Background: an optimization exercise with open tools, aiming at small area. Do not read the settings as production practice.
Only simulation tests tie the RTL to the original design; equivalence was not proved.
No activity file was given, so power comes from the tool's default toggle rates.

--- design/flow/config.mk ---
export PLATFORM = sky130hd
export DESIGN_NAME = edid_rom
export DESIGN_NICKNAME = edid_rom
export VERILOG_FILES = /design/flow/design.v
export SDC_FILE = /design/flow/constraint.sdc
export NUM_CORES = 4
export LEC_CHECK = 0
export CAP_MARGIN = 20
export CORE_MARGIN = 2
export CORE_UTILIZATION = 40
export SLEW_MARGIN = 20
--- design/flow/constraint.sdc ---
create_clock -name core_clock -period 5.0 [get_ports {clk}]
set_input_delay 1.0000 -clock core_clock [delete_from_list [all_inputs] [get_ports {clk}]]
set_output_delay 1.0000 -clock core_clock [all_outputs]
set_load 0.01 [all_outputs]
--- design/flow/design.v ---
module i2c_slave (
    input clk,
    input rst,
    input sda_in,
    output reg sda_oe,
    input scl,
    output reg start,
    output reg stop,
    output reg write,
    output reg [7:0] rx_data,
    output reg rx_valid,
    output reg next,
    input tx_enable,
    input [7:0] tx_data,
    output reg ack,
    output reg enabled
  );
  localparam DEVICE_ID = 7'h50;
  reg [0:0] IO_sda_enable;
  wire [0:0] IO_sda_read;
  reg [0:0] IO_sda_write;
  assign IO_sda_read = sda_in;
  always @* sda_oe = IO_sda_enable;
  localparam IDLE_state = 4'd0;
  localparam WAIT_ID_state = 4'd1;
  localparam WAIT_STOP_state = 4'd2;
  localparam READ_BYTE_state = 4'd3;
  localparam WRITE_BYTE_state = 4'd4;
  localparam ACK_state = 4'd5;
  localparam ACK_WAIT_state = 4'd6;
  localparam READ_ACK_state = 4'd7;
  localparam READ_ACK_WAIT_state = 4'd8;
  reg [3:0] M_state_d, M_state_q;
  reg [2:0] M_sda_sync_d, M_sda_sync_q;
  reg [2:0] M_scl_sync_d, M_scl_sync_q;
  reg [2:0] M_bit_ctr_d, M_bit_ctr_q;
  reg [7:0] M_data_d, M_data_q;
  reg M_tx_flag_d, M_tx_flag_q;
  reg M_valid_d, M_valid_q;
  reg M_capture_tx_d, M_capture_tx_q;
  reg clk_rise;
  reg clk_fall;
  always @* begin
    M_state_d = M_state_q;
    M_capture_tx_d = M_capture_tx_q;
    M_valid_d = M_valid_q;
    M_tx_flag_d = M_tx_flag_q;
    M_data_d = M_data_q;
    M_sda_sync_d = M_sda_sync_q;
    M_bit_ctr_d = M_bit_ctr_q;
    M_scl_sync_d = M_scl_sync_q;
    start = 1'h0;
    stop = 1'h0;
    write = 1'h0;
    rx_data = M_data_q;
    rx_valid = M_valid_q;
    next = 1'h0;
    ack = 1'h0;
    IO_sda_enable = 1'h0;
    IO_sda_write = 1'h0;
    M_valid_d = 1'h0;
    enabled = 1'h0;
    M_sda_sync_d = {M_sda_sync_q[0+1-:2], IO_sda_read};
    M_scl_sync_d = {M_scl_sync_q[0+1-:2], scl};
    clk_rise = M_scl_sync_q[1+0-:1] && !M_scl_sync_q[2+0-:1];
    clk_fall = !M_scl_sync_q[1+0-:1] && M_scl_sync_q[2+0-:1];
    case (M_state_q)
      WAIT_ID_state: begin
        if (clk_rise) begin
          M_data_d = {M_data_q[0+6-:7], M_sda_sync_q[2+0-:1]};
          M_bit_ctr_d = M_bit_ctr_q + 1'h1;
          if (M_bit_ctr_q == 3'h7) begin
            if (M_data_q[0+6-:7] == 7'h50) begin
              start = 1'h1;
              M_capture_tx_d = 1'h1;
              write = ~M_sda_sync_q[2+0-:1];
              M_state_d = ACK_state;
            end else begin
              M_state_d = WAIT_STOP_state;
            end
          end
        end
      end
      ACK_state: begin
        if (clk_fall) begin
          M_state_d = ACK_WAIT_state;
        end
      end
      ACK_WAIT_state: begin
        if (clk_fall) begin
          M_state_d = M_tx_flag_q ? WRITE_BYTE_state : READ_BYTE_state;
        end
        IO_sda_enable = 1'h1;
        enabled = 1'h1;
      end
      READ_BYTE_state: begin
        if (clk_rise) begin
          M_data_d = {M_data_q[0+6-:7], M_sda_sync_q[2+0-:1]};
          M_bit_ctr_d = M_bit_ctr_q + 1'h1;
          if (M_bit_ctr_q == 3'h7) begin
            M_state_d = ACK_state;
            next = 1'h1;
            M_capture_tx_d = 1'h1;
            M_valid_d = 1'h1;
          end
        end
      end
      WRITE_BYTE_state: begin
        IO_sda_enable = ~M_data_q[7+0-:1];
        enabled = ~M_data_q[7+0-:1];
        if (clk_fall) begin
          M_bit_ctr_d = M_bit_ctr_q + 1'h1;
          M_data_d = {M_data_q[0+6-:7], 1'b0};
          if (M_bit_ctr_q == 3'h7) begin
            M_state_d = READ_ACK_state;
          end
        end
      end
      READ_ACK_state: begin
        if (clk_rise) begin
          ack = M_sda_sync_q[2+0-:1];
          next = 1'h1;
          M_capture_tx_d = 1'h1;
          M_state_d = READ_ACK_WAIT_state;
        end
      end
      READ_ACK_WAIT_state: begin
        if (clk_fall) begin
          M_state_d = M_tx_flag_q ? WRITE_BYTE_state : READ_BYTE_state;
        end
      end
    endcase
    if (M_capture_tx_q) begin
      M_capture_tx_d = 1'h0;
      M_tx_flag_d = tx_enable;
      if (tx_enable) begin
        M_data_d = tx_data;
      end
    end
    if (M_scl_sync_q[2+0-:1]) begin
      if (M_sda_sync_q[2+0-:1] && !M_sda_sync_q[1+0-:1]) begin
        M_state_d = WAIT_ID_state;
        M_bit_ctr_d = 1'h0;
      end else begin
        if (!M_sda_sync_q[2+0-:1] && M_sda_sync_q[1+0-:1]) begin
          M_state_d = IDLE_state;
          stop = 1'h1;
        end
      end
    end
  end
  always @(posedge clk) begin
    M_sda_sync_q <= M_sda_sync_d;
    M_scl_sync_q <= M_scl_sync_d;
    M_bit_ctr_q <= M_bit_ctr_d;
    M_data_q <= M_data_d;
    M_tx_flag_q <= M_tx_flag_d;
    M_valid_q <= M_valid_d;
    M_capture_tx_q <= M_capture_tx_d;
    if (rst == 1'b1) begin
      M_state_q <= 1'h0;
    end else begin
      M_state_q <= M_state_d;
    end
  end
endmodule
module edid_rom (
    input clk,
    input rst,
    input sda_in,
    output sda_oe,
    input scl
  );
  wire [1-1:0] M_i2c_start;
  wire [1-1:0] M_i2c_stop;
  wire [1-1:0] M_i2c_write;
  wire [8-1:0] M_i2c_rx_data;
  wire [1-1:0] M_i2c_rx_valid;
  wire [1-1:0] M_i2c_next;
  wire [1-1:0] M_i2c_ack;
  wire [1-1:0] M_i2c_enabled;
  reg [1-1:0] M_i2c_tx_enable;
  reg [8-1:0] M_i2c_tx_data;
  i2c_slave i2c (
    .clk(clk),
    .rst(rst),
    .sda_in(sda_in),
    .sda_oe(sda_oe),
    .scl(scl),
    .tx_enable(M_i2c_tx_enable),
    .tx_data(M_i2c_tx_data),
    .start(M_i2c_start),
    .stop(M_i2c_stop),
    .write(M_i2c_write),
    .rx_data(M_i2c_rx_data),
    .rx_valid(M_i2c_rx_valid),
    .next(M_i2c_next),
    .ack(M_i2c_ack),
    .enabled(M_i2c_enabled)
  );
  reg [7:0] M_addr_d, M_addr_q;
  reg M_tx_enable_d, M_tx_enable_q;
  always @* begin
    M_tx_enable_d = M_tx_enable_q;
    M_addr_d = M_addr_q;
    if (M_i2c_start) begin
      M_tx_enable_d = !M_i2c_write;
    end
    if (M_i2c_next) begin
      M_addr_d = M_addr_q + 1'h1;
    end
    if (M_i2c_rx_valid) begin
      M_addr_d = M_i2c_rx_data[0+6-:7];
    end
    M_i2c_tx_enable = M_tx_enable_q;
    M_i2c_tx_data = 8'hff;
    case (M_addr_q)
      8'h00: begin
        M_i2c_tx_data = 8'h00;
      end
      8'h01: begin
        M_i2c_tx_data = 8'hff;
      end
      8'h02: begin
        M_i2c_tx_data = 8'hff;
      end
      8'h03: begin
        M_i2c_tx_data = 8'hff;
      end
      8'h04: begin
        M_i2c_tx_data = 8'hff;
      end
      8'h05: begin
        M_i2c_tx_data = 8'hff;
      end
      8'h06: begin
        M_i2c_tx_data = 8'hff;
      end
      8'h07: begin
        M_i2c_tx_data = 8'h00;
      end
      8'h08: begin
        M_i2c_tx_data = 8'h04;
      end
      8'h09: begin
        M_i2c_tx_data = 8'h69;
      end
      8'h0a: begin
        M_i2c_tx_data = 8'ha3;
      end
      8'h0b: begin
        M_i2c_tx_data = 8'h28;
      end
      8'h0c: begin
        M_i2c_tx_data = 8'h4c;
      end
      8'h0d: begin
        M_i2c_tx_data = 8'h00;
      end
      8'h0e: begin
        M_i2c_tx_data = 8'h01;
      end
      8'h0f: begin
        M_i2c_tx_data = 8'h00;
      end
      8'h10: begin
        M_i2c_tx_data = 8'h18;
      end
      8'h11: begin
        M_i2c_tx_data = 8'h18;
      end
      8'h12: begin
        M_i2c_tx_data = 8'h01;
      end
      8'h13: begin
        M_i2c_tx_data = 8'h03;
      end
      8'h14: begin
        M_i2c_tx_data = 8'ha5;
      end
      8'h15: begin
        M_i2c_tx_data = 8'h3e;
      end
      8'h16: begin
        M_i2c_tx_data = 8'h22;
      end
      8'h17: begin
        M_i2c_tx_data = 8'h78;
      end
      8'h18: begin
        M_i2c_tx_data = 8'h3a;
      end
      8'h19: begin
        M_i2c_tx_data = 8'h1c;
      end
      8'h1a: begin
        M_i2c_tx_data = 8'hb5;
      end
      8'h1b: begin
        M_i2c_tx_data = 8'ha3;
      end
      8'h1c: begin
        M_i2c_tx_data = 8'h57;
      end
      8'h1d: begin
        M_i2c_tx_data = 8'h4f;
      end
      8'h1e: begin
        M_i2c_tx_data = 8'ha0;
      end
      8'h1f: begin
        M_i2c_tx_data = 8'h27;
      end
      8'h20: begin
        M_i2c_tx_data = 8'h0d;
      end
      8'h21: begin
        M_i2c_tx_data = 8'h50;
      end
      8'h22: begin
        M_i2c_tx_data = 8'h54;
      end
      8'h23: begin
        M_i2c_tx_data = 8'h00;
      end
      8'h24: begin
        M_i2c_tx_data = 8'h00;
      end
      8'h25: begin
        M_i2c_tx_data = 8'h00;
      end
      8'h26: begin
        M_i2c_tx_data = 8'h81;
      end
      8'h27: begin
        M_i2c_tx_data = 8'hc0;
      end
      8'h28: begin
        M_i2c_tx_data = 8'h01;
      end
      8'h29: begin
        M_i2c_tx_data = 8'h01;
      end
      8'h2a: begin
        M_i2c_tx_data = 8'h01;
      end
      8'h2b: begin
        M_i2c_tx_data = 8'h01;
      end
      8'h2c: begin
        M_i2c_tx_data = 8'h01;
      end
      8'h2d: begin
        M_i2c_tx_data = 8'h01;
      end
      8'h2e: begin
        M_i2c_tx_data = 8'h01;
      end
      8'h2f: begin
        M_i2c_tx_data = 8'h01;
      end
      8'h30: begin
        M_i2c_tx_data = 8'h01;
      end
      8'h31: begin
        M_i2c_tx_data = 8'h01;
      end
      8'h32: begin
        M_i2c_tx_data = 8'h01;
      end
      8'h33: begin
        M_i2c_tx_data = 8'h01;
      end
      8'h34: begin
        M_i2c_tx_data = 8'h01;
      end
      8'h35: begin
        M_i2c_tx_data = 8'h01;
      end
      8'h36: begin
        M_i2c_tx_data = 8'h00;
      end
      8'h37: begin
        M_i2c_tx_data = 8'h00;
      end
      8'h38: begin
        M_i2c_tx_data = 8'h00;
      end
      8'h39: begin
        M_i2c_tx_data = 8'hfe;
      end
      8'h3a: begin
        M_i2c_tx_data = 8'h00;
      end
      8'h3b: begin
        M_i2c_tx_data = 7'h44;
      end
      8'h3c: begin
        M_i2c_tx_data = 7'h75;
      end
      8'h3d: begin
        M_i2c_tx_data = 7'h6d;
      end
      8'h3e: begin
        M_i2c_tx_data = 7'h6d;
      end
      8'h3f: begin
        M_i2c_tx_data = 7'h79;
      end
      8'h40: begin
        M_i2c_tx_data = 6'h20;
      end
      8'h41: begin
        M_i2c_tx_data = 7'h54;
      end
      8'h42: begin
        M_i2c_tx_data = 7'h65;
      end
      8'h43: begin
        M_i2c_tx_data = 7'h78;
      end
      8'h44: begin
        M_i2c_tx_data = 7'h74;
      end
      8'h45: begin
        M_i2c_tx_data = 8'h0a;
      end
      8'h46: begin
        M_i2c_tx_data = 8'h20;
      end
      8'h47: begin
        M_i2c_tx_data = 8'h20;
      end
      8'h48: begin
        M_i2c_tx_data = 8'h00;
      end
      8'h49: begin
        M_i2c_tx_data = 8'h00;
      end
      8'h4a: begin
        M_i2c_tx_data = 8'h00;
      end
      8'h4b: begin
        M_i2c_tx_data = 8'hff;
      end
      8'h4c: begin
        M_i2c_tx_data = 8'h00;
      end
      8'h4d: begin
        M_i2c_tx_data = 8'h41;
      end
      8'h4e: begin
        M_i2c_tx_data = 8'h53;
      end
      8'h4f: begin
        M_i2c_tx_data = 8'h55;
      end
      8'h50: begin
        M_i2c_tx_data = 8'h53;
      end
      8'h51: begin
        M_i2c_tx_data = 8'h20;
      end
      8'h52: begin
        M_i2c_tx_data = 8'h50;
      end
      8'h53: begin
        M_i2c_tx_data = 8'h42;
      end
      8'h54: begin
        M_i2c_tx_data = 8'h32;
      end
      8'h55: begin
        M_i2c_tx_data = 8'h38;
      end
      8'h56: begin
        M_i2c_tx_data = 8'h37;
      end
      8'h57: begin
        M_i2c_tx_data = 8'h51;
      end
      8'h58: begin
        M_i2c_tx_data = 8'h0a;
      end
      8'h59: begin
        M_i2c_tx_data = 8'h20;
      end
      8'h5a: begin
        M_i2c_tx_data = 8'h00;
      end
      8'h5b: begin
        M_i2c_tx_data = 8'h00;
      end
      8'h5c: begin
        M_i2c_tx_data = 8'h00;
      end
      8'h5d: begin
        M_i2c_tx_data = 8'hfd;
      end
      8'h5e: begin
        M_i2c_tx_data = 8'h00;
      end
      8'h5f: begin
        M_i2c_tx_data = 8'h1e;
      end
      8'h60: begin
        M_i2c_tx_data = 8'h50;
      end
      8'h61: begin
        M_i2c_tx_data = 8'h18;
      end
      8'h62: begin
        M_i2c_tx_data = 8'ha0;
      end
      8'h63: begin
        M_i2c_tx_data = 8'h09;
      end
      8'h64: begin
        M_i2c_tx_data = 8'h00;
      end
      8'h65: begin
        M_i2c_tx_data = 8'h0a;
      end
      8'h66: begin
        M_i2c_tx_data = 8'h20;
      end
      8'h67: begin
        M_i2c_tx_data = 8'h20;
      end
      8'h68: begin
        M_i2c_tx_data = 8'h20;
      end
      8'h69: begin
        M_i2c_tx_data = 8'h20;
      end
      8'h6a: begin
        M_i2c_tx_data = 8'h20;
      end
      8'h6b: begin
        M_i2c_tx_data = 8'h20;
      end
      8'h6c: begin
        M_i2c_tx_data = 8'h00;
      end
      8'h6d: begin
        M_i2c_tx_data = 8'h00;
      end
      8'h6e: begin
        M_i2c_tx_data = 8'h00;
      end
      8'h6f: begin
        M_i2c_tx_data = 8'hfc;
      end
      8'h70: begin
        M_i2c_tx_data = 8'h00;
      end
      8'h71: begin
        M_i2c_tx_data = 7'h4d;
      end
      8'h72: begin
        M_i2c_tx_data = 7'h6f;
      end
      8'h73: begin
        M_i2c_tx_data = 7'h6a;
      end
      8'h74: begin
        M_i2c_tx_data = 7'h6f;
      end
      8'h75: begin
        M_i2c_tx_data = 6'h20;
      end
      8'h76: begin
        M_i2c_tx_data = 7'h4d;
      end
      8'h77: begin
        M_i2c_tx_data = 7'h6f;
      end
      8'h78: begin
        M_i2c_tx_data = 7'h6e;
      end
      8'h79: begin
        M_i2c_tx_data = 7'h69;
      end
      8'h7a: begin
        M_i2c_tx_data = 7'h74;
      end
      8'h7b: begin
        M_i2c_tx_data = 7'h6f;
      end
      8'h7c: begin
        M_i2c_tx_data = 7'h72;
      end
      8'h7d: begin
        M_i2c_tx_data = 8'h0a;
      end
      8'h7e: begin
        M_i2c_tx_data = 8'h00;
      end
      8'h7f: begin
        M_i2c_tx_data = 8'hfa;
      end
    endcase
  end
  always @(posedge clk) begin
    if (rst == 1'b1) begin
      M_addr_q <= 1'h0;
      M_tx_enable_q <= 1'h0;
    end else begin
      M_addr_q <= M_addr_d;
      M_tx_enable_q <= M_tx_enable_d;
    end
  end
endmodule
--- design/flow/run.sh ---
#!/bin/bash
# synth_recipe.tcl (not shown) runs the flow's synth.tcl, then flattens the netlist and writes it again
# the make line also repeats each setting of config.mk as NAME=value (left out here)
make -C /OpenROAD-flow-scripts/flow DESIGN_CONFIG=/design/flow/config.mk WORK_HOME=/design/flow/orfs CLKGATE_MAP_FILE= SYNTH_SCRIPT=/design/flow/synth_recipe.tcl finish
==> impl_results.md, run 1 <==
* Run status: no timing/DRC/antenna violations
* Core box area at around 0.0083 mm^2
* WL/cell at 21.4 um
* Worst EP arrival at 4330 ps
* Max-cap viol count at 0
* Die Wd at 96.9 um
* CTS tree: yes
* Mean area per synthesized cell at 7.76 um^2
* WS Path Type: reg -> reg
* Number of synthesized flops with an enable pin at 1
* Worst setup margin at 861 ps
* Drc violations at 0
* Total CTS buffers at 5
* Vias per std cell at approximately 6.8
* Full die area at 0.00939 mm^2
* Drt pass-1 iters at 5
* Worst VDD drop at about 0.08 mV
* Clock slew seen by the registers of the worst setup and hold paths at 80 ps
* Hpwl dp at 7.97 mm
* Pwr dens at around 230 mW/mm^2
* First-pass GRT wire length at 18.5 mm
* Area Overhead vs Synth at 4.35%
* Static leakage at 1.25 nW
* Clock root buffer: clkbuf_8
* N_diodes at 0
* Post-CTS setup buffers at 0
* Initial antenna violation count at 0
* RSZ-0062 raised after global routing: no
* Total grt overflow at 0
* Final WL at ~11 mm
* Setup crit end kind: flop
* Largest net degree at the start of global routing at 29
* Worst Tran Pin Value at 955 ps
* FF+latch count, synth at 41
* Post-Syn Area at 0.00345 mm^2
* Total GRT Usage at between 20% and 30%
* Crit Path Max Fanout at 10
* Syn Nets at 460
* Commonest cells after routing, fill and taps aside: dfxtp_1, a21oi_1, nand2_1
* Placer Congestion at 1.06
* Ys Warns at 2
* Share of the synthesized area in the top cell type at between 20% and 30%
* Final nets at about 440
* Count of input and output buffers at 4
* Sequential area share after synthesis at about a quarter
* Core Rows at 33
* CTS Hold Bufs at 0
* Clk buf depth at 2
* Ys async rst share at 0%
* Final min period at about 4100 ps
* I/O pin total at 5
* Final setup fails at 0
* Finished Core Util at 43.4%
* Synth Instances at around 450
* Setup Skew at 6.01 ps
* Area leader, netlist: dfxtp_1
* Max-slew violations at 0
* Most common cell after layout, fill and taps aside: dfxtp_1
* Top_reg_cell synth: dfxtp_1
* Skew-Pair Late Insertion Delay at between 200 and 300 ps
* ANT nets after route at 0
* Drt initial violations at 398
* Relative slew margins at 36.3%
* Vias in the first global route at 3351
* Via count at 3645
* Hold Path Class: reg -> reg
* H-tree levels at 2
* Share of cells above drive strength 1 at under 10%
* Fin. Hold Viols at 0
* CTS-repair resized insts at 0
* Synth area leaders: dfxtp_1, a21oi_1, ha_1
* Fillers at 878
* Chip Height at 96.9 um
* Worst Setup Start Kind: flop
* TNS Setup at 0 ps
* Part of the cycle the worst path needs at 82.8%
* Pre-CTS setup slack at 866 ps
* Initial core utilization at 41.6%
* Clk sinks at 41
* Critical Path RT at 5190 ps
* Max Fclk at 0.242 GHz
* Distinct cell type count of the synthesized netlist at 80
[worst paths after layout]
| kind | start | to | slack (ps) | cells after the start |
|---|---|---|---|---|
| worst max-delay path | i2c.M_bit_ctr_q[0] | flop | 860 | 13 |
| worst min-delay path | i2c.M_scl_sync_q[0] | i2c.M_scl_sync_q[1] | 320 | 0 |
| worst max register to register | i2c.M_bit_ctr_q[0] | flop | 860 | 13 |
| worst min register to register | i2c.M_scl_sync_q[0] | i2c.M_scl_sync_q[1] | 320 | 0 |
[metal layers]
| layer | track usage (%) | vias up | part of all wire [%] |
|---|---|---|---|
| met1 | 32.3 | 1695 | 42 |
| li1 | - | 1681 | - |
| met5 | 0 | - | 0 |
| met4 | 10.3 | 0 | 4.8 |
| met3 | 2.89 | 46 | 8.1 |
| met2 | 38.4 | 223 | 45 |
[critical path, stage by stage, from the launching register on]
cell and delay [ps]:
dfxtp_1 330, ha_1 200, ha_1 260, nor2_1 430
nor4_1 160, a221oi_4 570, nand2_1 150, buf_4 220
ha_1 510, nand2_1 190, o211ai_1 220, a21boi_0 360
o211ai_1 150, a211oi_1 300
[stage by stage]
| stage | hold WS [ps] | total power [mW] | cell area [um^2] | cells |
|---|---|---|---|---|
| floorplan | 310 | 0.500 | 3450 | 445 |
| global placement | 310 | 0.538 | 3480 | 527 |
| detailed placement | 314 | 0.538 | 3480 | 527 |
| CTS | 328 | 0.817 | 3600 | 535 |
| global route | 332 | 0.851 | 3600 | 535 |
| finish | 325 | 0.819 | 3600 | 535 |
[cells by family after synthesis]
group	Yosys count	share of synthesized area, %
AND/OR/NAND/NOR	163	24.5
XOR/XNOR	4	1.01
AO/OA/AOI/OAI	163	34.7
adder cells (fa/ha/maj)	11	3.99
buffers and inverters	48	6.96
flip-flops	41	24.1
multiplexers	15	4.75
[synthesized netlist by cell type (4+ instances only)]
master	instances
o221ai_1	5
a31oi_1	11
nor4_1	7
o31ai_1	5
o22ai_1	4
nor3_1	23
a32oi_1	4
inv_1	11
mux2i_1	13
nand2b_1	10
a21oi_1	37
clkbuf_1	11
nor2b_1	9
a311oi_1	5
a21o_1	7
nand3_1	16
ha_1	11
and2_1	4
o32ai_1	5
or3_1	4
dfxtp_1	40
o211ai_1	7
nor2_1	30
a211oi_1	5
o21ai_0	22
buf_2	10
buf_4	6
nand2_1	36
[report_power, final]
part	switching (mW)	total, mW	internal [mW]
clock network	0.120	0.283	0.163
logic	0.0874	0.146	0.0586
registers	0.0305	0.390	0.359
[final cells by class]
cell class,count,area [um^2],area share (%)
clock buffers,7,86.3,2.40
clock inverters,1,30.0,0.833
inverters,16,62.6,1.74
multi-input cells,356,2380,66.2
flip-flops and latches,41,831,23.1
well taps,105,131,3.65
repair buffers,9,77.6,2.15
==> inputs of run 2 (changes only) <==
==> design/flow/design.v (replaced) <==
module i2c_slave (
    input clk,
    input rst,
    input sda_in,
    input scl,
    output reg [7:0] addr,    
    output tx,                
    output [2:0] bitk,        
    output ackdrv             
  );
  localparam [1:0] M_ID = 2'd0, M_RX = 2'd1, M_TX = 2'd2, M_MISC = 2'd3;
  localparam [2:0] S_IDLE = 3'd0,    
                   S_PV   = 3'd1,    
                   S_ACKW = 3'd2,    
                   S_AWW  = 3'd3,    
                   S_ACKR = 3'd4,    
                   S_AWR  = 3'd5,    
                   S_RACK = 3'd6,    
                   S_RAW  = 3'd7;    
  reg [2:0] scl_s, sda_s;
  reg [6:0] rx;
  reg [1:0] m;
  reg [2:0] c;
  wire rise = scl_s[1] & ~scl_s[2];
  wire fall = ~scl_s[1] & scl_s[2];
  wire sb = sda_s[2];
  wire start_c = scl_s[2] & sda_s[2] & ~sda_s[1];
  wire stop_c = scl_s[2] & ~sda_s[2] & sda_s[1];
  wire [6:0] rx_n = rise ? {rx[5:0], sb} : rx;
  reg [1:0] nm;
  reg [2:0] nc;
  reg ld, inc;
  always @* begin
    nm = m;
    nc = c;
    ld = 1'b0;
    inc = 1'b0;
    case (m)
      M_ID: if (rise) begin
        nc = c + 3'd1;
        if (c == 3'd7) begin
          nm = M_MISC;
          nc = (rx == 7'h50) ? (sb ? S_ACKR : S_ACKW) : S_IDLE;
        end
      end
      M_RX: if (rise) begin
        nc = c + 3'd1;
        if (c == 3'd7) begin
          nm = M_MISC;
          nc = S_ACKW;
          ld = 1'b1;
        end
      end
      M_TX: if (fall) begin
        nc = c + 3'd1;
        if (c == 3'd7) begin
          nm = M_MISC;
          nc = S_RACK;
        end
      end
      default: case (c)
        S_PV: begin
          nc = S_IDLE;
          ld = 1'b1;
        end
        S_ACKW, S_ACKR: if (fall) nc = c + 3'd1;
        S_AWW: if (fall) begin
          nm = M_RX;
          nc = 3'd0;
        end
        S_AWR, S_RAW: if (fall) begin
          nm = M_TX;
          nc = 3'd0;
        end
        S_RACK: if (rise) begin
          nc = S_RAW;
          inc = 1'b1;
        end
        default: ;
      endcase
    endcase
    if (start_c) begin
      nm = M_ID;
      nc = 3'd0;
    end else if (stop_c) begin
      nm = M_MISC;
      nc = S_IDLE;
    end
  end
  always @(posedge clk) begin
    scl_s <= {scl_s[1:0], scl};
    sda_s <= {sda_s[1:0], sda_in};
    rx <= rx_n;
    if (rst) begin
      m <= M_MISC;
      c <= (m == M_RX && c == 3'd7 && rise) ? S_PV : S_IDLE;
      addr <= 8'd0;
    end else begin
      m <= nm;
      c <= nc;
      if (ld)
        addr <= {1'b0, rx_n};
      else if (inc)
        addr <= addr + 8'd1;
    end
  end
  assign tx = (m == M_TX);
  assign bitk = c;
  assign ackdrv = (m == M_MISC) && (c == S_AWW || c == S_AWR);
endmodule
module edid_rom (
    input clk,
    input rst,
    input sda_in,
    output sda_oe,
    input scl
  );
  wire [7:0] addr;
  wire tx;
  wire [2:0] bitk;
  wire ackdrv;
  i2c_slave i2c (
    .clk(clk),
    .rst(rst),
    .sda_in(sda_in),
    .scl(scl),
    .addr(addr),
    .tx(tx),
    .bitk(bitk),
    .ackdrv(ackdrv)
  );
  localparam [1023:0] EDID = 1024'h5f00504ef62e9676f6b204f656f6b2003f00000004040404040450009005180a7800bf00000004508aec1c4c420a04caaaca8200ff0000000404502e1ea62a049eb6b6ae22007f000000808080808080808080808080808003810000002a0ab0e405f2eac5ad385c1e447ca5c08018180080003214c5962000ffffffffffff00;
  wire bit_q = addr[7] | EDID[{addr[6:0], bitk}];
  assign sda_oe = ackdrv | (tx & ~bit_q);
endmodule
==> impl_results.md, run 2 <==
* RR Startpoint: i2c.c[2]
* Worst Setup SP: i2c.c[0]
* Finished Core Util at 43.1%
* Worst VDD drop at 0.227 mV
* Clk sinks at 26
* Area Overhead vs Synth at 3.27%
* Max Fclk at 0.225 GHz
* Crit Path Max Fanout at 16
* Hold Path Class: reg -> reg
* Worst Tran Pin Value at 781 ps
* Ys async rst share at 0%
* Top_reg_cell synth: dfxtp_1
* ANT nets after route at 0
* Skew-Pair Late Insertion Delay at 270 ps
* Hpwl dp at 5.33 mm
* Count of input and output buffers at 4
* Distinct cell type count of the synthesized netlist at 60
* Total Power at 1.33 mW
* Fin. Hold Viols at 0
* Fillers at 648
* Drt initial violations at about 340
* Mean area per synthesized cell at 7.00 um^2
* Share of cells above drive strength 1 at 5.62%
* Placer Congestion at 0.990
* Drt pass-1 iters at 5
* Run status: no timing/DRC/antenna violations
* Chip Height at 82.8 um
* CP cell instances: inv_1 -> ha_1 -> and2_1 -> o21ai_0 -> a2111oi_0 -> o32ai_1 -> a31oi_1 -> o41ai_2 -> clkdlybuf4s50_1
* Worst EP arrival at 3440 ps
* Drc violations at 0
* Post-Syn Area at 0.00248 mm^2
* Relative slew margins at ~48%
* First-pass GRT wire length at between 10 and 15 mm
* WHS Endpoint: i2c.sda_s[1]
* Clk buf depth at 2
* Pre-CTS setup slack at roughly 910 ps
* TNS Setup at 0 ps
* Non-Filler Instances at 413
* FF-to-FF setup slack at 2230 ps
* Worst Setup Start Kind: flop
* Syn Nets at 372
* Final setup fails at 0
* H-tree levels at 1
* Placed insts at between 400 and 500
* Crit Reg-Reg Endpoint: i2c.addr[0]
* Max-slew violations at 0
* Setup Skew at 3.77 ps
* RSZ-0062 raised after global routing: no
* Area leader, netlist: dfxtp_1
* Critical Path RT at around 4000 ps
* CTS Hold Bufs at 0
* Full die area at 0.00686 mm^2
* Synth Area in Compound Gates at 30.5%
* WS Path Type: reg -> out
* Final WL at ~7.4 mm
* Hold Crit Start: i2c.sda_s[0]
* Initial core utilization at 41.7%
* Reg2Reg Depth at 8
* Sequential area share after synthesis at 22.2%
* Largest family of logic cells by synthesized area: compound AO/OA/AOI/OAI gates
* Pwr dens at 517 mW/mm^2
* Vias per std cell at 6.45
* Max reg flops at 8
* WL/cell at 17.9 um
* Placed Area at 0.00251 mm^2
* Slowest-stage cell, CP: edfxtp_1
* Max-cap viol count at 0
* Largest regs: i2c.addr: 8 flops, i2c.rx: 7 flops
* Clock root buffer: clkbuf_8
* CTS-repair resized insts at 0
* Post-synthesis mux area share at under 10%
* Synth top cells by count: nand2_1, nor2_1, a21oi_1
* Number of synthesized flops with an enable pin at 3
* Post-route cell area at 0.00256 mm^2
* Total GRT Usage at 22.9%
* Adder-Cell Fraction of Synth Area at under 10%
* Largest net degree at the start of global routing at 24
* Core Rows at 28
* Hold path cells at 0
* Synth area leaders: dfxtp_1, nand2_1, nor2_1
* Final min period at about 4400 ps
* Total grt overflow at 0
* Post-CTS setup buffers at 0
* N_diodes at 0
* CTS tree: yes
* Commonest cells after routing, fill and taps aside: nand2_1, nor2_1, a21oi_1
* Part of the cycle the worst path needs at 88.9%
* Vias in the first global route at 2450
* Clock slew seen by the registers of the worst setup and hold paths at 80 ps
* Setup crit end kind: primary output
* Ys Warns at 1
* I/O pin total at 5
* Core box area at 0.00596 mm^2
* Initial antenna violation count at 0
* XOR/XNOR Fraction of Synth Area at 2.47%
* Synth Instances at 355
* Static leakage at 0.939 nW
* Final nets at between 300 and 400
* Share of the synthesized area in the top cell type at 18.5%
* Cell with the most instances after synthesis: nand2_1
* Hold_ws at 333 ps
* FF+latch count, synth at 26
* CP max stage delay at 600 ps
* Worst setup margin at around 560 ps
* Total CTS buffers at 3
* Simple-gate share of the synthesized area at 27.7%
* Most common cell after layout, fill and taps aside: nand2_1
* Most flops, register: i2c.addr
* Die Wd at 82.8 um
* Via count at ~2700
## run 2: how the worst max path moves through the flow
| stage | endpoint | slack, ps | depth (start not counted) |
|---|---|---|---|
| detailed placement | sda_oe | 910 | 9 |
| global route | sda_oe | 310 | 9 |
| global placement | sda_oe | 920 | 9 |
| floorplan | sda_oe | 1750 | 11 |
| finish | sda_oe | 560 | 9 |
| CTS | sda_oe | 610 | 9 |
## run 2: critical path, delay by kind of cell (launching register included)
family	cells	cell delay [ps]
compound gates	5	1020
fa+ha+maj	1	380
buf+inv	2	690
flops	1	600
simple gates	1	480
## run 2: layout make-up
class	count	area [um^2]	share of cell area (%)
timing repair buffer	9	77.6	3.02
tap	75	93.8	3.66
clock buffer	4	55.1	2.15
inverter	12	45.0	1.76
multi-input combinational	287	1740	68.0
sequential	26	551	21.5
## run 2: cells by family (layout without fill, tap and decap cells)
kind of cell,count (synthesis),count (layout)
and+or+nand+nor,150,150
AOI/OAI and AO/OA,111,111
buffers and inverters,42,25
DFF,26,26
adders and majority gates,13,13
xor gates and xnor gates,7,7
muxes,6,6
## run 2: per-layer routing
layer,GRT usage [%],up-vias,routed length (um)
met3,2.38,42,539
met1,29.4,1225,3190
met5,0,-,0
li1,-,1254,-
met2,36.4,142,3240
met4,14.6,0,437
## run 2: power by group
| group | leakage (nW) | internal [mW] | switching, mW |
|---|---|---|---|
| registers | 0.223 | 0.251 | 0.0924 |
| logic | 0.687 | 0.319 | 0.532 |
| clock network | 0.0288 | 0.0704 | 0.0620 |
| total | 0.939 | 0.641 | 0.686 |
==> inputs of run 3 (changes only) <==
--- a/design/flow/design.v
+++ b/design/flow/design.v
@@ -10,7 +10,6 @@
   );
   localparam [1:0] M_ID = 2'd0, M_RX = 2'd1, M_TX = 2'd2, M_MISC = 2'd3;
   localparam [2:0] S_IDLE = 3'd0,    
-                   S_PV   = 3'd1,    
                    S_ACKW = 3'd2,    
                    S_AWW  = 3'd3,    
                    S_ACKR = 3'd4,    
@@ -18,7 +17,7 @@
                    S_RACK = 3'd6,    
                    S_RAW  = 3'd7;    
   reg [2:0] scl_s, sda_s;
-  reg [6:0] rx;
+  reg [5:0] rx;           
   reg [1:0] m;
   reg [2:0] c;
   wire rise = scl_s[1] & ~scl_s[2];
@@ -26,7 +25,8 @@
   wire sb = sda_s[2];
   wire start_c = scl_s[2] & sda_s[2] & ~sda_s[1];
   wire stop_c = scl_s[2] & ~sda_s[2] & sda_s[1];
-  wire [6:0] rx_n = rise ? {rx[5:0], sb} : rx;
+  wire [5:0] rx_n = rise ? {rx[4:0], sb} : rx;
+  wire id_bit = (c == 3'd0) || (c == 3'd2);
   reg [1:0] nm;
   reg [2:0] nc;
   reg ld, inc;
@@ -40,7 +40,10 @@
         nc = c + 3'd1;
         if (c == 3'd7) begin
           nm = M_MISC;
-          nc = (rx == 7'h50) ? (sb ? S_ACKR : S_ACKW) : S_IDLE;
+          nc = sb ? S_ACKR : S_ACKW;
+        end else if (sb != id_bit) begin
+          nm = M_MISC;
+          nc = S_IDLE;
         end
       end
       M_RX: if (rise) begin
@@ -59,10 +62,6 @@
         end
       end
       default: case (c)
-        S_PV: begin
-          nc = S_IDLE;
-          ld = 1'b1;
-        end
         S_ACKW, S_ACKR: if (fall) nc = c + 3'd1;
         S_AWW: if (fall) begin
           nm = M_RX;
@@ -93,16 +92,17 @@
     rx <= rx_n;
     if (rst) begin
       m <= M_MISC;
-      c <= (m == M_RX && c == 3'd7 && rise) ? S_PV : S_IDLE;
-      addr <= 8'd0;
+      c <= S_IDLE;
     end else begin
       m <= nm;
       c <= nc;
-      if (ld)
-        addr <= {1'b0, rx_n};
-      else if (inc)
-        addr <= addr + 8'd1;
     end
+    if (ld)
+      addr <= {1'b0, rx[5:0], sb};
+    else if (rst)
+      addr <= 8'd0;
+    else if (inc)
+      addr <= addr + 8'd1;
   end
   assign tx = (m == M_TX);
   assign bitk = c;
==> design/flow/flow/run.sh (new file) <==
#!/bin/bash
set -euo pipefail
W=$(pwd)
# synthesis script: ORFS's synth.tcl with the abc call pointed at our script
sed 's|  log_cmd abc {\*}\$abc_args|  log_cmd abc -script $::env(MY_ABC_SCRIPT) {*}[lrange $abc_args 2 end]|' \
  "$FLOW_HOME/scripts/synth.tcl" > "$W/synth_mod.tcl"
grep -q 'MY_ABC_SCRIPT' "$W/synth_mod.tcl"
sed 's|source \$::env(SCRIPTS_DIR)/synth.tcl|source $::env(MY_SYNTH_TCL)|' "$W/synth_recipe.tcl" > "$W/my_synth.tcl"
grep -q 'MY_SYNTH_TCL' "$W/my_synth.tcl"
export MY_SYNTH_TCL="$W/synth_mod.tcl"
export MY_ABC_SCRIPT="$W/flow/abc.script"
# an empty ADDER_MAP_FILE skips extract_fa and the adder techmap
sed "s#SYNTH_SCRIPT=[^ ]*#SYNTH_SCRIPT=$W/my_synth.tcl ADDER_MAP_FILE=#" "$W/standard.sh" > "$W/my_standard.sh"
grep -q 'my_synth.tcl' "$W/my_standard.sh"
bash "$W/my_standard.sh" finish > "$W/flow_make.log" 2>&1
==> design/flow/flow/abc.script (new file) <==
strash
balance
rewrite
refactor
balance
rewrite
rewrite -z
balance
refactor -z
rewrite -z
balance
&get -n
&deepsyn -T 60
&dch
&nf -R 1000
&put
topo
==> design/flow/standard.sh (new file) <==
#!/bin/bash
# synth_recipe.tcl (not shown) runs the flow's synth.tcl, then flattens the netlist and writes it again
# the make line also repeats each setting of config.mk as NAME=value (left out here)
make -C /OpenROAD-flow-scripts/flow DESIGN_CONFIG=/design/flow/config.mk WORK_HOME=/design/flow/orfs CLKGATE_MAP_FILE= SYNTH_SCRIPT=/design/flow/synth_recipe.tcl "${@:-finish}"
removed: design/flow/run.sh
==> impl_results.md, run 3 <==
* Run status: no timing/DRC/antenna violations
* Crit Reg-Reg Endpoint: i2c.addr[1]
* Drt pass-1 iters at 6
* Relative slew margins at 54.8%
* Setup crit end kind: primary output
* Placed Area at approximately 0.0019 mm^2
* Cell with the most instances after synthesis: nand2_1
* Die Wd at 69.6 um
* Post-Syn Area at about 0.0017 mm^2
* TNS Setup at 0 ps
* Commonest cells after routing, fill and taps aside: nand2_1, nor2_1, o21ai_0
* Ys async rst share at 0%
* Setup Skew at approximately 4.5 ps
* Gate power share at between 10% and 20%
* Clock slew seen by the registers of the worst setup and hold paths at 80 ps
* Max-cap viol count at 0
* N_diodes at 0
* Clock share of power at 25.9%
* CTS Hold Bufs at 0
* CP cell instances: nand2b_1 -> a21oi_1 -> o21ai_0 -> nand2_1 -> a221o_1 -> nand3b_1 -> a21oi_1 -> o311ai_0 -> nand3_1 -> o21ai_0 -> clkdlybuf4s50_1
* Vias in the first global route at 1687
* Part of the cycle the worst path needs at 90.8%
* Sw power at 0.126 mW
* Hold path cells at 0
* ANT nets after route at 0
* Area leader, netlist: edfxtp_1
* WL/cell at 16.9 um
* Sequential area share after synthesis at 36.7%
* Skew-Pair Late Insertion Delay at around 260 ps
* Largest regs: i2c.addr: 8 flops, i2c.rx: 6 flops
* Total GRT Usage at 20.9%
* Clock root buffer: clkbuf_8
* Ys Warns at 1
* Full die area at 0.00484 mm^2
* WHS Endpoint: i2c.scl_s[1]
* Most common cell after layout, fill and taps aside: nand2_1
* Crit Path Max Fanout at 20
* Most flops, register: i2c.addr
* Total CTS buffers at 3
* Synth Instances at 230
* Worst VDD drop at 0.152 mV
* Clk buf depth at 2
* Share of cells above drive strength 1 at 5.24%
* H-tree levels at 1
* Via count at 1887
* WS Path Type: reg -> out
* Buf/Inv on CP at 1
* FF-to-FF setup slack at 2210 ps
* Placer Congestion at roughly 0.96
* Cell Int Power at 0.317 mW
* Drc violations at 0
* Sw Ratio at 28.4%
* Post-route cell area at 0.00194 mm^2
* Final nets at 253
* Reg2Reg Depth at 8
* Mean area per synthesized cell at 7.47 um^2
* Static leakage at 0.675 nW
* Final min period at around 4500 ps
* Number of synthesized flops with an enable pin at 13
* Max-slew violations at 0
* Final WL at 5.04 mm
* Slowest-stage cell, CP: dfxtp_1
* Total grt overflow at 0
* RSZ-0062 raised after global routing: no
* Synth top cells by count: nand2_1, nor2_1, o21ai_0
* Count of input and output buffers at 4
* CTS tree: yes
* Final setup fails at 0
* Synth area leaders: edfxtp_1, dfxtp_1, nand2_1
* Area Overhead vs Synth at 13.0%
* Initial antenna violation count at 0
* Critical Path RT at 4000 ps
* Worst Tran Pin Value at between 600 and 700 ps
* Initial core utilization at 42.4%
* First-pass GRT wire length at 8.31 mm
* I/O pin total at 5
* Largest net degree at the start of global routing at 21
* CP max stage delay at 760 ps
* Pwr dens at 228 mW/mm^2
* Core box area at 0.00406 mm^2
* Finished Core Util at 47.9%
* Post-CTS setup buffers at 0
* Hpwl dp at between 3 and 4 mm
* Worst EP arrival at 3540 ps
* Clk sinks at 25
* Chip Height at 69.6 um
* FF+latch count, synth at 25
* Hold Crit Start: i2c.scl_s[0]
* Fin. Hold Viols at 0
* Core Rows at 23
* Max reg flops at 8
* Distinct cell type count of the synthesized netlist at 39
* Worst Setup Start Kind: flop
* Hold Path Class: reg -> reg
* RR Startpoint: i2c.c[2]
* Syn Nets at 234
* Share of the synthesized area in the top cell type at 22.7%
* Max Fclk at 0.220 GHz
* CTS-repair resized insts at 0
* Seq pwr share at 55.0%
* Worst path top cell family by delay: compound AO/OA/AOI/OAI gates
* Vias per std cell at ~6.3
* Drt initial violations at 255
* Top_reg_cell synth: edfxtp_1
==> run 3: cell types whose count changed in the layout (fill, tap and decap cells not counted), moves of 4 or more <==
cell and delta:
nand2_1 -17, ha_1 -13, dfxtp_1 -11, edfxtp_1 +10, inv_1 -10, nor2_1 -9
o211ai_1 -6, or2_0 +6, buf_4 +5, a21oi_1 -4, a311oi_1 -4, a31oi_1 +4
and2_1 -4, o2111ai_1 -4
==> run 3: logic make-up after synthesis <==
logic type | Yosys count | share of synthesized area [%]
simple gates | 115 | 30.3
compound gates | 82 | 29.8
flops | 25 | 36.7
xor+xnor | 5 | 2.55
buf+inv | 3 | 0.655
==> run 3: worst max-delay path by stage <==
stage,start,end,cells after the start,slack [ps]
after floorplan,i2c.c[0],sda_oe,11,1580
after global placement,i2c.addr[2],sda_oe,12,810
after detailed placement,i2c.c[0],sda_oe,12,850
after CTS,i2c.c[0],sda_oe,12,510
after global routing,i2c.c[0],sda_oe,11,230
final,i2c.c[0],sda_oe,11,460
==> run 3: final cells by class <==
class	count	area, um^2
Multi-Input combinational cell	202	1080
Inverter	3	11.3
Clock buffer	4	45.0
Tap cell	50	62.6
Sequential cell	25	631
Timing Repair Buffer	14	115
Fill cell	401	2120
==> run 3: worst register-to-register path: cells and delay by family (launching register included) <==
kind	cells	cell delay, ps
flops	1	610
simple gates	8	1870
==> run 3: power groups by stage <==
stage | clock [mW] | combinational, mW | sequential (mW)
after floorplan | 0 | 0.0536 | 0.246
after global placement | 0 | 0.0841 | 0.247
after detailed placement | 0 | 0.0816 | 0.247
after CTS | 0.118 | 0.0819 | 0.243
after global routing | 0.130 | 0.0929 | 0.245
final | 0.115 | 0.0845 | 0.243
==> run 3: metrics by stage <==
stage                     worst slack, ps  total power [mW]  hold slack (ps)  std cells
after floorplan                      1580             0.300              310        230
after global placement                815             0.331              311        294
after detailed placement              854             0.329              313        294
after CTS                             506             0.442              334        298
after global routing                  234             0.468              345        298
final                                 458             0.442              330        298
==> run 3: per-layer routing <==
metal | track usage (%) | vias up | part of all wire, %
li1 | - | 906 | -
met1 | 30.6 | 854 | 45
met2 | 32.1 | 108 | 44
met3 | 2.91 | 19 | 9.1
met4 | 5.66 | 0 | 2.0
met5 | 0 | - | 0
==> inputs of run 4 (changes only) <==
--- a/design/flow/flow/run.sh
+++ b/design/flow/flow/run.sh
@@ -9,7 +9,13 @@
 grep -q 'MY_SYNTH_TCL' "$W/my_synth.tcl"
 export MY_SYNTH_TCL="$W/synth_mod.tcl"
 export MY_ABC_SCRIPT="$W/flow/abc.script"
-# an empty ADDER_MAP_FILE skips extract_fa and the adder techmap
-sed "s#SYNTH_SCRIPT=[^ ]*#SYNTH_SCRIPT=$W/my_synth.tcl ADDER_MAP_FILE=#" "$W/standard.sh" > "$W/my_standard.sh"
+# An empty ADDER_MAP_FILE skips extract_fa and the adder techmap.
+# The ports are buffered as in the standard flow, with the smallest
+# buffer (buf_1) instead of the delay buffer that buffer_ports picks.
+EXTRA="ADDER_MAP_FILE= 'BUFFER_PORTS_ARGS=-buffer_cell sky130_fd_sc_hd__buf_1'"
+if [[ -f "$W/flow/cts_args" ]]; then
+  EXTRA="$EXTRA 'CTS_ARGS=$(cat "$W/flow/cts_args")'"
+fi
+sed "s#SYNTH_SCRIPT=[^ ]*#SYNTH_SCRIPT=$W/my_synth.tcl $EXTRA#" "$W/standard.sh" > "$W/my_standard.sh"
 grep -q 'my_synth.tcl' "$W/my_standard.sh"
 bash "$W/my_standard.sh" finish > "$W/flow_make.log" 2>&1
--- a/design/flow/config.mk
+++ b/design/flow/config.mk
@@ -8,4 +8,5 @@
 export CAP_MARGIN = 20
 export CORE_MARGIN = 2
 export CORE_UTILIZATION = 40
+export GPL_TIMING_DRIVEN = 0
 export SLEW_MARGIN = 20
==> impl_results.md, run 4 <==
* Worst Tran Pin Value at between 1000 and 1500 ps
* Setup Skew at about 3.5 ps
* Relative slew margins at 32.8%
* Largest net degree at the start of global routing at 30
* Crit Path Max Fanout at 21
* FF-to-FF setup slack at slightly below 2000 ps
* Count of input and output buffers at 4
* Critical Path RT at 4000 ps
* Largest family of logic cells by synthesized area: simple AND/OR/NAND/NOR gates
* Clk sinks at 25
* Drt pass-1 iters at 5
* Part of the cycle the worst path needs at around nine tenths
* Simple-gate share of the synthesized area at 30.3%
* Core Rows at 23
* Final nets at ~240
* Skew-Pair Late Insertion Delay at 270 ps
* Max Fclk at about 0.22 GHz
* Final min period at 4520 ps
* WHS Endpoint: i2c.scl_s[1]
* Synth area leaders: edfxtp_1, dfxtp_1, nand2_1
* CTS Hold Bufs at 0
* Adder-Cell Fraction of Synth Area at 0%
* Most common cell after layout, fill and taps aside: nand2_1
* Share of the synthesized area in the top cell type at around 23%
* Die Wd at 69.6 um
* Area leader, netlist: edfxtp_1
* ANT nets after route at 0
* Post-CTS setup buffers at 0
* FF+latch count, synth at 25
* Vias per std cell at 6.28
* RSZ-0062 raised after global routing: no
* Full die area at approximately 0.0048 mm^2
* WL met1 at 2.17 mm
* H-tree levels at 1
* N_diodes at 0
* Hold Path Class: reg -> reg
* Max-cap viol count at 0
* Worst Setup Start Kind: flop
* Reg2Reg Depth at 8
* Sequential area share after synthesis at between 30% and 40%
* Final WL at 4.82 mm
* Setup crit end kind: primary output
* Clock root buffer: clkbuf_8
* Largest regs: i2c.addr: 8 flops, i2c.rx: 6 flops
* RR Startpoint: i2c.c[2]
* Distinct cell type count of the synthesized netlist at 39
* Hold Crit Start: i2c.scl_s[0]
* Post-Syn Area at 0.00172 mm^2
* XOR/XNOR Fraction of Synth Area at around 2.5%
* Initial antenna violation count at 0
* First-pass GRT wire length at 7.91 mm
* CTS tree: yes
* Worst EP arrival at 3520 ps
* Vias in the first global route at about 1600
* Fin. Hold Viols at 0
* Total grt overflow at 0
* WL/cell at 16.7 um
* Metal2 WL at 2.14 mm
* Drt initial violations at 149
* Total GRT Usage at 20.1%
* CP cell instances: or2_0 -> nor2_1 -> or2_0 -> nor2_1 -> a21oi_1 -> nand2_1 -> nor2_1 -> a31oi_1 -> a21oi_1 -> o311ai_0 -> nand3_1 -> o21ai_0 -> buf_1
* Number of synthesized flops with an enable pin at 13
* Cell with the most instances after synthesis: nand2_1
* Via count at 1810
* Pwr dens at 238 mW/mm^2
* Drc violations at 0
* Worst VDD drop at roughly 0.14 mV
* Post-synthesis mux area share at 0%
* Max reg flops at 8
* Synth Instances at 230
* CP max stage delay at 780 ps
* Hold path cells at 0
* Most frequent cell on the critical path: nor2_1
* Area Overhead vs Synth at 7.13%
* Fillers at 410
* Final setup fails at 0
* Ys Warns at 1
* Placer Congestion at 0.961
* Max Used Layer: met4
* Core box area at 0.00406 mm^2
* Hpwl dp at 3.47 mm
* Static leakage at 0.614 nW
* CTS-repair resized insts at 0
* Chip Height at around 70 um
* Max-slew violations at 0
* Syn Nets at 234
* Synth Area in Compound Gates at between 20% and 30%
* Finished Core Util at 45.4%
* I/O pin total at 5
* TNS Setup at 0 ps
* Mean area per synthesized cell at 7.47 um^2
* Top_reg_cell synth: edfxtp_1
* Crit Reg-Reg Endpoint: i2c.addr[3]
* Placed Area at 0.00180 mm^2
* Share of cells above drive strength 1 at 1.26%
* WS Path Type: reg -> out
* Initial core utilization at 42.4%
* Synth top cells by count: nand2_1, nor2_1, o21ai_0
* Most flops, register: i2c.addr
* Routed wl met3 at between 400 and 500 um
* Clock slew seen by the registers of the worst setup and hold paths at 80 ps
* Commonest cells after routing, fill and taps aside: nand2_1, nor2_1, o21ai_0
* Run status: no timing/DRC/antenna violations
* Clk buf depth at 2
* Ys async rst share at 0%
* Slowest-stage cell, CP: edfxtp_1
* Total CTS buffers at 3
* Post-route cell area at 0.00184 mm^2
run 4: changes by cell type in the layout (fill, tap and decap cells not counted), sizes merged:
cell,delta
buf,-6
clkdlybuf4s50,-4
run 4: worst max-delay path by stage:
stage | startpoint | cells past startpoint | endpoint | slack [ps]
2_1_floorplan | i2c.c[0] | 11 | sda_oe | 1580
3_3_place_gp | i2c.addr[0] | 13 | sda_oe | 630
3_5_place_dp | i2c.c[0] | 12 | sda_oe | 850
4_1_cts | i2c.addr[0] | 13 | sda_oe | 530
5_1_grt | i2c.c[0] | 12 | sda_oe | 240
6_report | i2c.addr[0] | 13 | sda_oe | 480
run 4: metal layers:
| metal | global-route usage (%) | up-vias |
|---|---|---|
| met1 | 30.3 | 821 |
| met2 | 28.2 | 92 |
| met5 | 0 | - |
| li1 | - | 884 |
| met3 | 4.22 | 13 |
| met4 | 6.75 | 0 |
run 4: critical path, delay by kind of cell, from the launching register on:
family,cells,cell delay (ps)
AO/OA/AOI/OAI,5,1040
flip-flops,1,780
AND/OR/NAND/NOR,7,1260
buffers and inverters,1,180
run 4: through the flow:
stage / power [mW] / std cells / hold WS [ps] / worst slack (ps)
finish: 0.438 / 288 / 334 / 476
floorplan: 0.300 / 230 / 310 / 1580
CTS: 0.437 / 288 / 339 / 533
detailed placement: 0.322 / 284 / 319 / 854
global route: 0.456 / 288 / 344 / 243
global placement: 0.324 / 284 / 311 / 628
run 4: logic make-up (layout without fill, tap and decap cells):
family	after synthesis	after routing
AO/OA/AOI/OAI	82	82
XOR/XNOR	5	5
buffers and inverters	3	11
flip-flops	25	25
AND/OR/NAND/NOR	115	115
run 4: final cells by class:
type	instances	area (um^2)	area share [%]
multi-input cells	202	1080	58.5
flip-flops and latches	25	631	34.2
well taps	50	62.6	3.40
clock buffers	4	45.0	2.45
repair buffers	4	15.0	0.815
inverters	3	11.3	0.611
run 4: power by group:
| part | switching (mW) | internal [mW] |
|---|---|---|
| registers | 0.0230 | 0.227 |
| clock network | 0.0609 | 0.0569 |
| logic | 0.0427 | 0.0275 |
| total | 0.127 | 0.311 |
==> inputs of run 5 (changes only) <==
==> design/flow/flow/cts_args (new file) <==
-buf_list sky130_fd_sc_hd__clkbuf_8 -root_buf sky130_fd_sc_hd__clkbuf_8 -sink_clustering_enable -sink_clustering_size 30 -dont_use_dummy_load -repair_clock_nets
==> impl_results.md, run 5 <==
* Number of synthesized flops with an enable pin at 13
* Most flops, register: i2c.addr
* I/O pin total at 5
* Sequential area share after synthesis at a little under two fifths
* Drc violations at 0
* Adder-Cell Fraction of Synth Area at 0%
* Core box area at between 0.004 and 0.005 mm^2
* Final nets at 243
* Clk buf depth at 2
* Commonest cells after routing, fill and taps aside: nand2_1, nor2_1, o21ai_0
* Largest regs: i2c.addr: 8 flops, i2c.rx: 6 flops
* Syn Nets at 234
* Static leakage at 0.613 nW
* Share of cells above drive strength 1 at 1.27%
* Hold Path Class: reg -> reg
* CTS-repair resized insts at 0
* Final min period at between 4000 and 5000 ps
* Clock root buffer: clkbuf_8
* CP max stage delay at 780 ps
* WS Path Type: reg -> out
* Ys Warns at 1
* Part of the cycle the worst path needs at about nine tenths
* WL/cell at 16.7 um
* Initial core utilization at 42.4%
* Most common cell after layout, fill and taps aside: nand2_1
* Distinct cell type count of the synthesized netlist at 39
* Cell with the most instances after synthesis: nand2_1
* Via count at between 1500 and 2000
* Chip Height at 69.6 um
* Drt pass-1 iters at 5
* Simple-gate share of the synthesized area at between 30% and 40%
* Largest net degree at the start of global routing at 30
* Synth area leaders: edfxtp_1, dfxtp_1, nand2_1
* Synth Area in Compound Gates at slightly below 30%
* Most frequent cell on the critical path: nor2_1
* Initial antenna violation count at 0
* Post-CTS setup buffers at 0
* Buf/Inv on CP at 1
* Total grt overflow at 0
* Post-Syn Area at around 0.0017 mm^2
* H-tree levels at 1
* Critical Path RT at 4000 ps
* Relative slew margins at 32.1%
* Worst VDD drop at 0.143 mV
* Pwr dens at approximately 230 mW/mm^2
* Setup crit end kind: primary output
* Full die area at 0.00484 mm^2
* Crit Path Max Fanout at 21
* Count of input and output buffers at 4
* CTS tree: yes
* Run status: no timing/DRC/antenna violations
* Clock slew seen by the registers of the worst setup and hold paths at 80 ps
* FF+latch count, synth at 25
* Area Overhead vs Synth at 6.91%
* Ys async rst share at 0%
* Final setup fails at 0
* Worst path top cell family by delay: simple AND/OR/NAND/NOR gates
* Synth Instances at 230
* ANT nets after route at 0
* Synth top cells by count: nand2_1, nor2_1, o21ai_0
* First-pass GRT wire length at 7.87 mm
* Skew-Pair Late Insertion Delay at 260 ps
* Worst Tran Pin Value at 1020 ps
* Drt initial violations at approximately 180
* Top_reg_cell synth: edfxtp_1
* Hpwl dp at roughly 3.5 mm
* Total GRT Usage at between 20% and 30%
* Met1 usage at between 30% and 40%
* Worst EP arrival at 3530 ps
* Max reg flops at 8
* Max-cap viol count at 0
* XOR/XNOR Fraction of Synth Area at 2.55%
* N_diodes at 0
* Clk sinks at 25
* Final WL at 4.80 mm
* Area leader, netlist: edfxtp_1
* Fin. Hold Viols at 0
* CTS Hold Bufs at 0
* CP cell instances: or2_0 -> nor2_1 -> or2_0 -> nor2_1 -> a21oi_1 -> nand2_1 -> nor2_1 -> a31oi_1 -> a21oi_1 -> o311ai_0 -> nand3_1 -> o21ai_0 -> buf_1
* Met3 usage at 4.22%
* Placer Congestion at 0.961
* Post-synthesis mux area share at 0%
* Max Fclk at 0.221 GHz
* Largest family of logic cells by synthesized area: simple AND/OR/NAND/NOR gates
* Finished Core Util at a little under half
* Setup Skew at 7.65 ps
* Share of the synthesized area in the top cell type at 22.7%
* Worst Setup Start Kind: flop
* TNS Setup at 0 ps
* Max-slew violations at 0
* Core Rows at 23
* Slowest-stage cell, CP: edfxtp_1
* Vias in the first global route at between 1500 and 2000
* Die Wd at 69.6 um
* Total CTS buffers at 3
* RSZ-0062 raised after global routing: no
* Grt peak-use layer: met1
* Vias per std cell at 6.34
* Met2 Track Usage GR at between 20% and 30%
* Mean area per synthesized cell at approximately 7.5 um^2
run 5: report_power, final:
part           leakage, nW  switching [mW]  internal [mW]  total, mW
Clock               0.0216          0.0571         0.0538      0.111
Combinational        0.364          0.0428         0.0275     0.0703
Sequential           0.227          0.0234          0.227      0.250
run 5: cells by family (layout without fill, tap and decap cells):
kind of cell | count (synthesis) | in the layout
compound gates | 82 | 82
flops | 25 | 25
simple gates | 115 | 115
xor+xnor | 5 | 5
buf+inv | 3 | 10
run 5: routing by layer:
layer | wire length [um] | part of all wire, %
met1 | 2160 | 45
met2 | 2100 | 44
met3 | 434 | 9.0
met4 | 111 | 2.3
met5 | 0 | 0
run 5: worst paths after layout:
check	from	slack [ps]	cells past startpoint	end
max	i2c.addr[0]	470	13	sda_oe
min	i2c.scl_s[0]	330	0	i2c.scl_s[1]
max reg2reg	i2c.c[2]	1970	8	i2c.addr[3]
min reg2reg	i2c.scl_s[0]	330	0	i2c.scl_s[1]
run 5: per-stage QoR:
| step | std cells | worst slack (ps) | area, um^2 | total power [mW] | hold slack, ps |
|---|---|---|---|---|---|
| floorplan | 230 | 1580 | 1720 | 0.300 | 310 |
| global placement | 284 | 628 | 1800 | 0.324 | 311 |
| detailed placement | 284 | 854 | 1800 | 0.322 | 319 |
| CTS | 287 | 533 | 1840 | 0.432 | 338 |
| global route | 287 | 247 | 1840 | 0.451 | 343 |
| finish | 287 | 470 | 1840 | 0.431 | 332 |
run 5: worst register-to-register path: stages, from the launching register on:
cell and delay [ps]:
dfxtp_1 800, nor2b_1 500, nand3_1 140, nand2_1 110, and2_0 190, nand2_1 70
nor2_1 430, nor2_1 180, nand2_1 290
run 5: cell type report:
type / count / area [um^2]
inverters: 3 / 11.3
well taps: 50 / 62.6
flip-flops and latches: 25 / 631
multi-input cells: 202 / 1080
fillers: 410 / 2220
repair buffers: 4 / 15.0
clock buffers: 3 / 41.3
==> inputs of run 6 (changes only) <==
--- a/design/flow/design.v
+++ b/design/flow/design.v
@@ -97,12 +97,7 @@
       m <= nm;
       c <= nc;
     end
-    if (ld)
-      addr <= {1'b0, rx[5:0], sb};
-    else if (rst)
-      addr <= 8'd0;
-    else if (inc)
-      addr <= addr + 8'd1;
+    addr <= ld ? {1'b0, rx[5:0], sb} : rst ? 8'd0 : addr + {7'd0, inc};
   end
   assign tx = (m == M_TX);
   assign bitk = c;
==> design/flow/flow/run.sh (replaced) <==
#!/bin/bash
# Own layout flow: the standard ORFS flow (standard.sh) with these changes:
# * synthesis maps the logic with an area-oriented ABC script (flow/abc.script),
#   run once per &deepsyn seed, keeping the smallest result (patch_synth.py);
#   Yosys's adder extraction is skipped (ADDER_MAP_FILE empty). Registers, their
#   names and cell types are those of the standard synthesis.
# * the ports are buffered as in the standard flow, with buf_1 cells;
# * clock tree synthesis uses clkbuf_8 and no dummy loads (flow/cts_args).
set -euo pipefail
W=$(pwd)
python3 "$W/flow/patch_synth.py" "$FLOW_HOME/scripts/synth.tcl" "$W/synth_mod.tcl" > "$W/patch_synth.log" 2>&1
sed 's|source \$::env(SCRIPTS_DIR)/synth.tcl|source $::env(MY_SYNTH_TCL)|' "$W/synth_recipe.tcl" > "$W/my_synth.tcl"
grep -q 'MY_SYNTH_TCL' "$W/my_synth.tcl"
export MY_SYNTH_TCL="$W/synth_mod.tcl"
export MY_ABC_SCRIPT="$W/flow/abc.script"
export MY_ABC_SEEDS="0 1 2 3 4 5"
EXTRA="ADDER_MAP_FILE= 'BUFFER_PORTS_ARGS=-buffer_cell sky130_fd_sc_hd__buf_1'"
if [[ -f "$W/flow/cts_args" ]]; then
  EXTRA="$EXTRA 'CTS_ARGS=$(cat "$W/flow/cts_args")'"
fi
sed "s#SYNTH_SCRIPT=[^ ]*#SYNTH_SCRIPT=$W/my_synth.tcl $EXTRA#" "$W/standard.sh" > "$W/my_standard.sh"
grep -q 'my_synth.tcl' "$W/my_standard.sh"
bash "$W/my_standard.sh" finish > "$W/flow_make.log" 2>&1
==> design/flow/flow/abc.script (replaced) <==
strash
balance
rewrite
refactor
balance
rewrite
rewrite -z
balance
refactor -z
rewrite -z
balance
&get -n
&deepsyn -T 45 -S @SEED@
&dch
&nf -R 1000
&put
topo
==> design/flow/flow/patch_synth.py (new file) <==
# Writes synth_mod.tcl: ORFS's synth.tcl (argv[1]) with its abc call replaced
# by a loop that maps with flow/abc.script once per seed in MY_ABC_SEEDS
# (the @SEED@ in the script is the seed of &deepsyn) and keeps the result
# with the smallest cell area.
import sys
s = open(sys.argv[1]).read()
old = "  log_cmd abc {*}$abc_args\n"
assert s.count(old) == 1
new = '''  design -save my_pre_abc
  set my_best ""
  foreach my_seed $::env(MY_ABC_SEEDS) {
    design -load my_pre_abc
    set my_in [open $::env(MY_ABC_SCRIPT) r]
    set my_text [string map [list @SEED@ $my_seed] [read $my_in]]
    close $my_in
    set my_script $::env(OBJECTS_DIR)/my_abc_$my_seed.script
    set my_out [open $my_script w]
    puts -nonewline $my_out $my_text
    close $my_out
    log_cmd abc -script $my_script {*}[lrange $abc_args 2 end]
    set my_stat [tee -q -s result.string stat {*}$lib_args]
    regexp {Chip area for module[^:]*:\\s*([0-9.eE+]+)} $my_stat -> my_area
    puts "MY_ABC seed $my_seed area $my_area"
    if { $my_best eq "" || $my_area < $my_best } {
      set my_best $my_area
      design -save my_best_abc
    }
  }
  design -load my_best_abc
  puts "MY_ABC best area $my_best"
'''
s = s.replace(old, new)
open(sys.argv[2], 'w').write(s)
==> impl_results.md, run 6 <==
* Final min period at 4710 ps
* Synth top cells by count: nor2_1, nand2_1, a21oi_1
* Drt initial violations at 283
* Vias per std cell at 6.54
* Metal2 WL at 2.07 mm
* Crit Reg-Reg Endpoint: i2c.addr[4]
* Full die area at 0.00473 mm^2
* Commonest cells after routing, fill and taps aside: nor2_1, nand2_1, a21oi_1
* Clk sinks at 25
* Area Overhead vs Synth at 7.08%
* Chip Height at 68.8 um
* Worst Setup Start Kind: flop
* Max Fclk at ~0.21 GHz
* Top_reg_cell synth: dfxtp_1
* TNS Setup at 0 ps
* Mean area per synthesized cell at 7.59 um^2
* Placed insts at ~280
* Worst Tran Pin Value at 983 ps
* Max reg flops at 8
* FF+latch count, synth at 25
* Core box area at slightly above 0.004 mm^2
* Final setup fails at 0
* CP max stage delay at 700 ps
* Total GRT Usage at around 22%
* Drt pass-1 iters at 4
* Post-CTS setup buffers at 0
* Largest regs: i2c.addr: 8 flops, i2c.rx: 6 flops
* Routed wl met3 at 398 um
* WL/cell at 17.0 um
* Relative slew margins at ~34%
* Fin. Hold Viols at 0
* Worst VDD drop at 0.146 mV
* Synth area leaders: dfxtp_1, edfxtp_1, nor2_1
* Vias in the first global route at 1614
* Clock root buffer: clkbuf_8
* RSZ-0062 raised after global routing: no
* Non-Filler Instances at between 200 and 300
* Synth Instances at 221
* Max-cap viol count at 0
* Most flops, register: i2c.addr
* Fillers at around 420
* Core Rows at 23
* Setup crit end kind: primary output
* Static leakage at 0.580 nW
* Clock slew seen by the registers of the worst setup and hold paths at 90 ps
* Pwr dens at 208 mW/mm^2
* Initial antenna violation count at 0
* CP Capture Point: sda_oe
* First-pass GRT wire length at roughly 7.8 mm
* CP cell instances: clkinv_1 -> nand2_1 -> nor2_1 -> a31oi_1 -> o211ai_1 -> o211a_1 -> o41ai_1 -> a41oi_1 -> nor4b_1 -> o21ai_0 -> o31ai_1 -> buf_1
* Drc violations at 0
* Total grt overflow at 0
* Max-slew violations at 0
* Number of synthesized flops with an enable pin at 6
* Total CTS buffers at 3
* Ys Warns at 1
* Final nets at 234
* Run status: no timing/DRC/antenna violations
* Max Used Layer: met4
* Count of input and output buffers at 4
* H-tree levels at 1
* Hold Path Class: reg -> reg
* Sequential area share after synthesis at about 33%
* Initial core utilization at 41.6%
* Largest net degree at the start of global routing at 28
* Finished Core Util at 44.6%
* Placed Area at 0.00176 mm^2
* Area leader, netlist: dfxtp_1
* Setup Skew at 23.9 ps
* N_diodes at 0
* Share of the synthesized area in the top cell type at 22.7%
* Most common cell after layout, fill and taps aside: nor2_1
* Register area at 561 um^2
* Distinct cell type count of the synthesized netlist at 47
* CTS tree: yes
* CTS-repair resized insts at 0
* Reg2Reg Depth at 7
* Slowest-stage cell, CP: dfxtp_1
* Skew-Pair Late Insertion Delay at 280 ps
* Crit Path Max Fanout at 15
* RR Startpoint: i2c.c[1]
* WS Path Type: reg -> out
* Worst EP arrival at 3710 ps
* Placer Congestion at about 0.96
* Part of the cycle the worst path needs at 94.2%
* I/O pin total at 5
* Post-Syn Area at 0.00168 mm^2
* Ys async rst share at 0%
* Hpwl dp at 3.38 mm
* Post-route cell area at between 0.0015 and 0.002 mm^2
* Multi-input logic area at 0.00109 mm^2
* FF-to-FF setup slack at 1550 ps
* Cell with the most instances after synthesis: nor2_1
* WL met1 at 2.11 mm
* ANT nets after route at 0
* Syn Nets at 225
* Via count at 1819
* Critical Path RT at 4000 ps
* Die Wd at 68.8 um
* Clk buf depth at 2
* Final WL at 4.73 mm
* Worst Setup SP: i2c.addr[1]
* CTS Hold Bufs at 0
* Share of cells above drive strength 1 at between 1 and 1.5%
run 6: cell types whose count changed after synthesis, sizes merged, moves of 4 or more:
cell,change
nor2,-5
nand3,-4
edfxtp,-7
dfxtp,+7
nand2,-11
o21ai,-6
run 6: final cells by class:
cell class | count | area share [%]
Tap cell | 50 | 3.48
Sequential cell | 25 | 31.2
Multi-Input combinational cell | 190 | 60.9
Inverter | 6 | 1.25
Clock buffer | 3 | 2.30
Timing Repair Buffer | 4 | 0.836
run 6: worst min-delay path by stage:
stage | from | endpoint | slack, ps | cells after the start
final | i2c.scl_s[0] | i2c.scl_s[1] | 330 | 0
after global routing | i2c.scl_s[0] | i2c.scl_s[1] | 350 | 0
after CTS | i2c.scl_s[0] | i2c.scl_s[1] | 330 | 0
after detailed placement | i2c.scl_s[0] | i2c.scl_s[1] | 310 | 0
after global placement | i2c.scl_s[0] | i2c.scl_s[1] | 310 | 0
after floorplan | i2c.scl_s[0] | i2c.scl_s[1] | 310 | 0
run 6: per-stage QoR:
stage / setup slack, ps / total power, mW / hold WS (ps)
global placement: 723 / 0.266 / 315
detailed placement: 797 / 0.265 / 315
global route: 82.2 / 0.389 / 347
CTS: 415 / 0.376 / 334
floorplan: 1640 / 0.252 / 310
finish: 289 / 0.374 / 329
run 6: kinds of logic (layout without fill, tap and decap cells):
logic type / after synthesis / after routing / share of synthesized area, %
DFF: 25 / 25 / 33.4
xor gates and xnor gates: 4 / 4 / 2.09
buffers and inverters: 6 / 13 / 1.34
and+or+nand+nor: 103 / 103 / 30.0
AOI/OAI and AO/OA: 83 / 83 / 33.2
run 6: worst max-delay path, delay by kind of cell (launching register included):
kind            cells  cell delay [ps]
simple gates        3              660
compound gates      7             1430
buf+inv             2              640
flops               1              700
run 6: routing by layer:
layer  vias to the layer above  global-route usage (%)
met5                         -                       0
met4                         0                    8.82
met3                        17                    2.76
met2                        95                    34.6
met1                       828                    31.2
li1                        879                       -
run 6: power breakdown:
| part | total, mW | internal, mW | switching [mW] |
|---|---|---|---|
| clock network | 0.113 | 0.0539 | 0.0586 |
| registers | 0.224 | 0.213 | 0.0108 |
| logic | 0.0370 | 0.0136 | 0.0233 |
| total | 0.374 | 0.281 | 0.0927 |

Re-timed with assumed drivers on the ports (clkbuf_16 on the clock, buf_2 on other inputs), run 6 has 0.267 ns of setup slack against 0.289 ns with ideal ports, and 0.555 ns once port delays also move by the mid clock arrival of 0.288 ns.
